This design comes from an exercise in tuning for small area on the open sky130 flow, not from production work. Only simulation tests tie the RTL to the original design; equivalence was not proved. The flow treats the clock pin as an ideal source, which a real chip does not have. Power and IR drop assume default switching activity.

## uart
module uart (
    input  wire       clk,
    input  wire       rst,
    input  wire [7:0] pc_in_t,
    input  wire       wr_en,
    input  wire       start_tx,
    output wire [7:0] pc_out_r,
    output wire       tx,
    input  wire       rx,
    output wire       rx_done
);
For scale: ~400 cells after synthesis, ~180 flip-flops, ~23 I/O pins, about 0.0065 mm^2 of cells after synthesis.
==> flow/config.mk <==
export PLATFORM = sky130hd
export DESIGN_NAME = uart
export DESIGN_NICKNAME = uart
export VERILOG_FILES = /design/flow/design.v
export SDC_FILE = /design/flow/constraint.sdc
export NUM_CORES = 4
export LEC_CHECK = 0
export CAP_MARGIN = 20
export CORE_MARGIN = 2
export CORE_UTILIZATION = 60
export CTS_BUF_LIST = sky130_fd_sc_hd__clkbuf_8
export CTS_CLUSTER_SIZE = 30
export SLEW_MARGIN = 20
==> flow/constraint.sdc <==
create_clock -name core_clock -period 10.0 [get_ports {clk}]
set_input_delay 2.0000 -clock core_clock [delete_from_list [all_inputs] [get_ports {clk}]]
set_output_delay 2.0000 -clock core_clock [all_outputs]
set_load 0.01 [all_outputs]
standard.sh (not shown) runs the stock make flow with config.mk's settings and CLKGATE_MAP_FILE= SYNTH_SCRIPT=/design/flow/synth_recipe.tcl, a recipe that flattens the netlist after the stock synthesis.
==> flow/flow/run.sh <==
#!/bin/bash
# Own layout flow: the standard ORFS flow (standard.sh) with
#  - synthesis mapped by an area-oriented ABC script (flow/area.abc) and
#    without Yosys's separate adder mapping, so ABC maps the adders too;
#    registers come out of the same Yosys steps as the standard synthesis;
#  - input/output ports buffered with buf_1 cells.
# Each tool's output goes to a log file of its own in the work folder.
set -euo pipefail
W=$(pwd)
export MY_ABC_SCRIPT=$W/flow/area.abc
make -C "$FLOW_HOME" DESIGN_CONFIG="$W/config.mk" WORK_HOME="$W/orfs" CLKGATE_MAP_FILE= \
    SYNTH_SCRIPT="$W/flow/synth.tcl" ADDER_MAP_FILE= synth > "$W/synth.log" 2>&1
export BUFFER_PORTS_ARGS="-buffer_cell sky130_fd_sc_hd__buf_1"
bash standard.sh > "$W/layout.log" 2>&1
==> flow/flow/area.abc <==
strash
&get -n
&fraig -x
&put
scorr
dc2
strash
&get -n
&dch -f
&nf -p -R 1000 -a
&put
strash
&get -n
&dch -f
&nf -p -R 1000 -a
&put
==> flow/flow/synth.tcl <==
# The standard synthesis script (synth_recipe.tcl) with one change: the ABC
# call in ORFS's synth.tcl uses the area-oriented script in $MY_ABC_SCRIPT.
proc synth {args} { yosys synth -nofsm -noshare {*}$args }
set fh [open $::env(SCRIPTS_DIR)/synth.tcl]; set src [read $fh]; close $fh
set call {log_cmd abc {*}$abc_args}
if {[string first $call $src] < 0} { error "ABC call not found in synth.tcl" }
set src [string map [list $call {log_cmd abc {*}[lreplace $abc_args 1 1 $::env(MY_ABC_SCRIPT)]}] $src]
eval $src
# left out here: clear keep_hierarchy, flatten, clean up, hide names made inside functions, write 1_2_yosys.v
Edit:
==> flow/run.sh (new file) <==
#!/bin/bash
# synth_recipe.tcl (not shown) runs the flow's synth.tcl, then flattens the netlist and writes it again
# the make line also repeats each setting of config.mk as NAME=value (left out here)
make -C /OpenROAD-flow-scripts/flow DESIGN_CONFIG=/design/flow/config.mk WORK_HOME=/design/flow/orfs CLKGATE_MAP_FILE= SYNTH_SCRIPT=/design/flow/synth_recipe.tcl finish
removed: flow/flow/run.sh
removed: flow/flow/area.abc
removed: flow/flow/synth.tcl
removed: flow/standard.sh
What happened: Cell count went up by 13%. Die area went up by 9.7%. Total power went up by 9.4%. Setup slack got worse by 0.72 ns. Synthesized cell count went up by 24%. Design area went up by 8.6%. Count of clock-buffer cells in the layout is unchanged. Clock skew went up by 0.0037 ns. Core utilization went up by 0.32 points.


onyx:
The RTL this note starts from:
==> flow/design.v <==
`timescale 1ns/1ps
module fifo_tx (
    input  wire       clk_fifo_tx,
    input  wire       rst,
    input  wire [7:0] data_in,
    input  wire       wr_en,
    input  wire       start_tx,
    input  wire       next_frame,
    output reg  [7:0] data_out,
    output reg        fifo_tx_status
);
    reg [7:0] mem [0:15];
    reg [4:0] count;
    wire push = wr_en && !count[4];
    wire load = next_frame || (start_tx && !fifo_tx_status);
    wire nz   = |count;
    wire pop  = load && nz;
    wire [7:0] rmem [0:15];
    genvar g;
    generate
        for (g = 0; g < 16; g = g + 1) begin : rm
            assign rmem[g] = mem[(g + 15) % 16];
        end
    endgenerate
    integer i;
    always @(posedge clk_fifo_tx) begin
        if (push) begin
            mem[0] <= data_in;
            for (i = 1; i < 16; i = i + 1)
                mem[i] <= mem[i-1];
        end
        if (pop)
            data_out <= rmem[count[3:0]];
    end
    always @(posedge clk_fifo_tx) begin
        if (rst) begin
            count <= 0;
            fifo_tx_status <= 1'b0;
        end else begin
            if (load)
                fifo_tx_status <= nz;
            count <= count + push - pop;
        end
    end
endmodule
`timescale 1ns/1ps
module transmitter #(
    parameter BAUD_DIV = 100
)(
    input  wire [7:0] pc_t,
    input  wire       clk,
    input  wire       rst,
    input  wire       fifo_status,
    output reg        tx,
    output wire       dma_txend
);
    localparam IDLE = 4'd15, PRE = 4'd14;
    reg [3:0] state;
    reg [6:0] clk_count;
    reg [7:0] tsr;
    wire last = (clk_count == 7'd75);
    wire [6:0] cnt_step = {clk_count[5:0], ~(clk_count[6] ^ clk_count[5])};
    wire idle = (state == IDLE) || (state == 4'd9 && last);
    wire take = idle & fifo_status;
    assign dma_txend = (state == PRE);
    always @(*) begin
        case (state)
            4'd0: tx = 1'b0;
            4'd1: tx = tsr[0];
            4'd2: tx = tsr[1];
            4'd3: tx = tsr[2];
            4'd4: tx = tsr[3];
            4'd5: tx = tsr[4];
            4'd6: tx = tsr[5];
            4'd7: tx = tsr[6];
            4'd8: tx = tsr[7];
            default: tx = 1'b1;
        endcase
    end
    always @(posedge clk) begin
        if (take)
            tsr <= pc_t;
        if (state[3] & state[2] || last)
            clk_count <= 0;
        else
            clk_count <= cnt_step;
    end
    always @(posedge clk) begin
        if (rst)
            state <= IDLE;
        else if (take)
            state <= PRE;
        else if (idle)
            state <= IDLE;
        else if (state == PRE)
            state <= 4'd0;
        else if (last)
            state <= state + 1;
    end
endmodule
`timescale 1ns/1ps
module receiver #(
    parameter BAUD_DIV = 100
)(
    input  wire clk_r,
    input  wire rst,
    input  wire rx,
    output wire dma_rxend,
    output reg [7:0] data_out
);
    reg [3:0] state;
    reg [6:0] clk_cnt;
    wire idle  = (state == 4'd8) || (state == 4'd12);
    wire last  = (clk_cnt == 7'd75);
    wire [6:0] cnt_step = {clk_cnt[5:0], ~(clk_cnt[6] ^ clk_cnt[5])};
    assign dma_rxend = (state == 4'd11) || (state == 4'd12);
    always @(posedge clk_r) begin
        if (idle)
            clk_cnt <= 7'd43;
        else if (last)
            clk_cnt <= 0;
        else
            clk_cnt <= cnt_step;
        if (!state[3] && last)
            data_out <= {rx, data_out[7:1]};
    end
    always @(posedge clk_r) begin
        if (rst) begin
            state <= 4'd8;
        end else begin
            case (state)
                4'd8, 4'd12: state <= rx ? 4'd8 : 4'd9;
                4'd9: if (last) state <= rx ? 4'd8 : 4'd0;
                4'd10: if (last) state <= rx ? 4'd11 : 4'd8;
                4'd11: state <= 4'd12;
                default: if (last) state <= (state == 4'd7) ? 4'd10 : state + 1;
            endcase
        end
    end
endmodule
`timescale 1ns/1ps
module uart (
    input  wire       clk,
    input  wire       rst,
    input  wire [7:0] pc_in_t,
    input  wire       wr_en,
    input  wire       start_tx,
    output wire [7:0] pc_out_r,
    output wire       tx,
    input  wire       rx,
    output wire       rx_done
);
    wire [7:0] data;
    wire fifo_status;
    wire dma_txend;
    fifo_tx ft (
        .clk_fifo_tx(clk),
        .rst(rst),
        .data_in(pc_in_t),
        .wr_en(wr_en),
        .start_tx(start_tx),
        .next_frame(dma_txend),
        .data_out(data),
        .fifo_tx_status(fifo_status)
    );
    transmitter #(.BAUD_DIV(100)) t (
        .pc_t(data),
        .clk(clk),
        .rst(rst),
        .fifo_status(fifo_status),
        .tx(tx),
        .dma_txend(dma_txend)
    );
    receiver #(.BAUD_DIV(100)) r (
        .clk_r(clk),
        .rst(rst),
        .rx(rx),
        .dma_rxend(rx_done),
        .data_out(pc_out_r)
    );
endmodule
export LEC_CHECK = 0
export CAP_MARGIN = 20
export CORE_MARGIN = 2
export CORE_UTILIZATION = 60
export CTS_BUF_LIST = sky130_fd_sc_hd__clkbuf_4 sky130_fd_sc_hd__clkbuf_8
export CTS_CLUSTER_SIZE = 20
export SLEW_MARGIN = 20
create_clock -name core_clock -period 10.0 [get_ports {clk}]
==> flow/flow/run.sh <==
#!/bin/bash
# Own layout flow: the standard ORFS flow (standard.sh) with
#  - synthesis mapped by an area-oriented ABC script (flow/area.abc) and
#    without Yosys's separate adder mapping, so ABC maps the adders too;
#    registers come out of the same Yosys steps as the standard synthesis;
#  - input/output ports buffered with buf_1 cells.
# Each tool's output goes to a log file of its own in the work folder.
set -euo pipefail
W=$(pwd)
export MY_ABC_SCRIPT=$W/flow/area.abc
make -C "$FLOW_HOME" DESIGN_CONFIG="$W/config.mk" WORK_HOME="$W/orfs" CLKGATE_MAP_FILE= \
    SYNTH_SCRIPT="$W/flow/synth.tcl" ADDER_MAP_FILE= synth > "$W/synth.log" 2>&1
export BUFFER_PORTS_ARGS="-buffer_cell sky130_fd_sc_hd__buf_1"
bash standard.sh > "$W/layout.log" 2>&1
==> flow/flow/area.abc <==
strash
&get -n
&fraig -x
&put
scorr
dc2
strash
&get -n
&dch -f
&nf -p -R 1000 -a
&put
strash
&get -n
&dch -f
&nf -p -R 1000 -a
&put
==> flow/flow/synth.tcl <==
# The standard synthesis script (synth_recipe.tcl) with one change: the ABC
# call in ORFS's synth.tcl uses the area-oriented script in $MY_ABC_SCRIPT.
proc synth {args} { yosys synth -nofsm -noshare {*}$args }
set fh [open $::env(SCRIPTS_DIR)/synth.tcl]; set src [read $fh]; close $fh
set call {log_cmd abc {*}$abc_args}
if {[string first $call $src] < 0} { error "ABC call not found in synth.tcl" }
set src [string map [list $call {log_cmd abc {*}[lreplace $abc_args 1 1 $::env(MY_ABC_SCRIPT)]}] $src]
eval $src
# left out here: clear keep_hierarchy, flatten, clean up, hide names made inside functions, write 1_2_yosys.v
#### Input delta (violet over onyx)
- changing CORE_UTILIZATION from 60 to 80
- removing CTS_BUF_LIST (formerly sky130_fd_sc_hd__clkbuf_4 sky130_fd_sc_hd__clkbuf_8)
- removing CTS_CLUSTER_SIZE (formerly 20)
--- a/flow/flow/run.sh
+++ b/flow/flow/run.sh
@@ -5,3 +5,4 @@
 #    registers come out of the same Yosys steps as the standard synthesis;
-#  - input/output ports buffered with buf_1 cells.
+#  - input/output ports buffered with buf_1 cells;
+#  - clock tree options from flow/cts.args (no dummy loads).
 # Each tool's output goes to a log file of its own in the work folder.
@@ -13,2 +14,7 @@
 export BUFFER_PORTS_ARGS="-buffer_cell sky130_fd_sc_hd__buf_1"
+# clock_tree_synthesis arguments, if flow/cts.args gives them
+if [[ -f "$W/flow/cts.args" ]]; then
+    CTS_ARGS=$(cat "$W/flow/cts.args")
+    export CTS_ARGS
+fi
 bash standard.sh > "$W/layout.log" 2>&1
==> flow/flow/cts.args (new file) <==
-sink_clustering_enable -repair_clock_nets -dont_use_dummy_load -buf_list sky130_fd_sc_hd__clkbuf_8
Findings:
Number of antenna violations at the first check in global routing: violet vs onyx identical
violet vs. onyx: clock power lost 27%, aggregate routed wire length picked up an extra 11%, design area lost 230 µm².
violet: internal power contribution 0.00011 W below onyx
Per the comparison of violet with onyx, layout overhead on the synthesized area saw a decrease, total power fell by 5.0%, share of total power in combinational logic +2.2 points, combinational power increased 5.9%.
Input-level comparison between fjord and violet:
- setting CTS_CLUSTER_SIZE to 30 for the first time
- changing CORE_UTILIZATION from 80 to 60
- setting CTS_CLUSTER_DIAMETER to 100 for the first time
- setting CTS_BUF_LIST to sky130_fd_sc_hd__clkbuf_8 for the first time
--- a/flow/flow/run.sh
+++ b/flow/flow/run.sh
@@ -5,4 +5,3 @@
 #    registers come out of the same Yosys steps as the standard synthesis;
-#  - input/output ports buffered with buf_1 cells;
-#  - clock tree options from flow/cts.args (no dummy loads).
+#  - input/output ports buffered with buf_1 cells.
 # Each tool's output goes to a log file of its own in the work folder.
@@ -14,7 +13,2 @@
 export BUFFER_PORTS_ARGS="-buffer_cell sky130_fd_sc_hd__buf_1"
-# clock_tree_synthesis arguments, if flow/cts.args gives them
-if [[ -f "$W/flow/cts.args" ]]; then
-    CTS_ARGS=$(cat "$W/flow/cts.args")
-    export CTS_ARGS
-fi
 bash standard.sh > "$W/layout.log" 2>&1
removed: flow/flow/cts.args
==> comparison <==
violet has a lower smallest setup slack after layout than fjord.
fjord vs violet, routed wire length went down by 9.2%.
| total non-filler cell area in the finished layout | fjord vs violet | worse |
Modified inputs, yarrow compared to fjord
- swapping 60 for 70 in CORE_UTILIZATION
- clearing CTS_BUF_LIST, which used to be sky130_fd_sc_hd__clkbuf_8
- clearing CTS_CLUSTER_DIAMETER, which used to be 100
- clearing CTS_CLUSTER_SIZE, which used to be 30
--- a/flow/flow/run.sh
+++ b/flow/flow/run.sh
@@ -5,3 +5,4 @@
 #    registers come out of the same Yosys steps as the standard synthesis;
-#  - input/output ports buffered with buf_1 cells.
+#  - input/output ports buffered with buf_1 cells;
+#  - clock tree options from flow/cts.args (no dummy loads).
 # Each tool's output goes to a log file of its own in the work folder.
@@ -13,2 +14,7 @@
 export BUFFER_PORTS_ARGS="-buffer_cell sky130_fd_sc_hd__buf_1"
+# clock_tree_synthesis arguments, if flow/cts.args gives them
+if [[ -f "$W/flow/cts.args" ]]; then
+    CTS_ARGS=$(cat "$W/flow/cts.args")
+    export CTS_ARGS
+fi
 bash standard.sh > "$W/layout.log" 2>&1
==> flow/flow/cts.args (new file) <==
-sink_clustering_enable -repair_clock_nets -dont_use_dummy_load -buf_list sky130_fd_sc_hd__clkbuf_8
==> run summary <==
Per the final summary, yarrow finished and its layout is clean on timing, DRC and antenna.
Comparing yarrow and fjord, the lower sequential share of layout area was measured on fjord.
yarrow: number of clock buffers in the layout is 4 lower than what fjord reported.
Looking at number of vias per cell after detailed routing, yarrow sits above fjord.

what the ideal ports hide:
In the flow no input, the clock included, has a driving cell. The finished layouts below were timed again as built, in two steps. Step 1 sets driving cells, clkbuf_16 on the clock port and buf_2 on the other inputs (assumed; they add their load-dependent delay and slew). Step 2 also shifts input and output timing later by t, the mid clock arrival at the registers, as if the neighbouring blocks saw the same clock. Three values: no drivers, after step 1, after step 2; two values: the first two.
| run | t, ns | slack for setup (ns) | slew at the worst register clock pin (ns) | worst slew at a driven data input, ns | cell pins on the clock port's net |
|---|---|---|---|---|---|
| the first run of note 1 | 0.487 | 6.247 / 6.251 / 5.764 | 0.09 / 0.09 | 0.03 | 1 |
| the second run of note 1 | 0.481 | 5.524 / 5.532 / 5.051 | 0.09 / 0.09 | 0.03 | 1 |
| onyx | 0.481 | 6.136 / 6.101 / 5.951 | 0.09 / 0.09 | 0.03 | 1 |
| violet | 0.470 | 6.071 / 6.036 / 5.781 | 0.09 / 0.09 | 0.03 | 1 |
| fjord | 0.486 | 6.133 / 6.098 / 5.949 | 0.09 / 0.09 | 0.03 | 1 |
| yarrow | 0.469 | 6.136 / 6.104 / 5.788 | 0.10 / 0.10 | 0.04 | 1 |
After both steps every run listed still meets setup and hold. For the first run of note 1, which loses most, drivers alone change the setup slack by +0.004 ns; drivers and shift together by -0.483 ns.
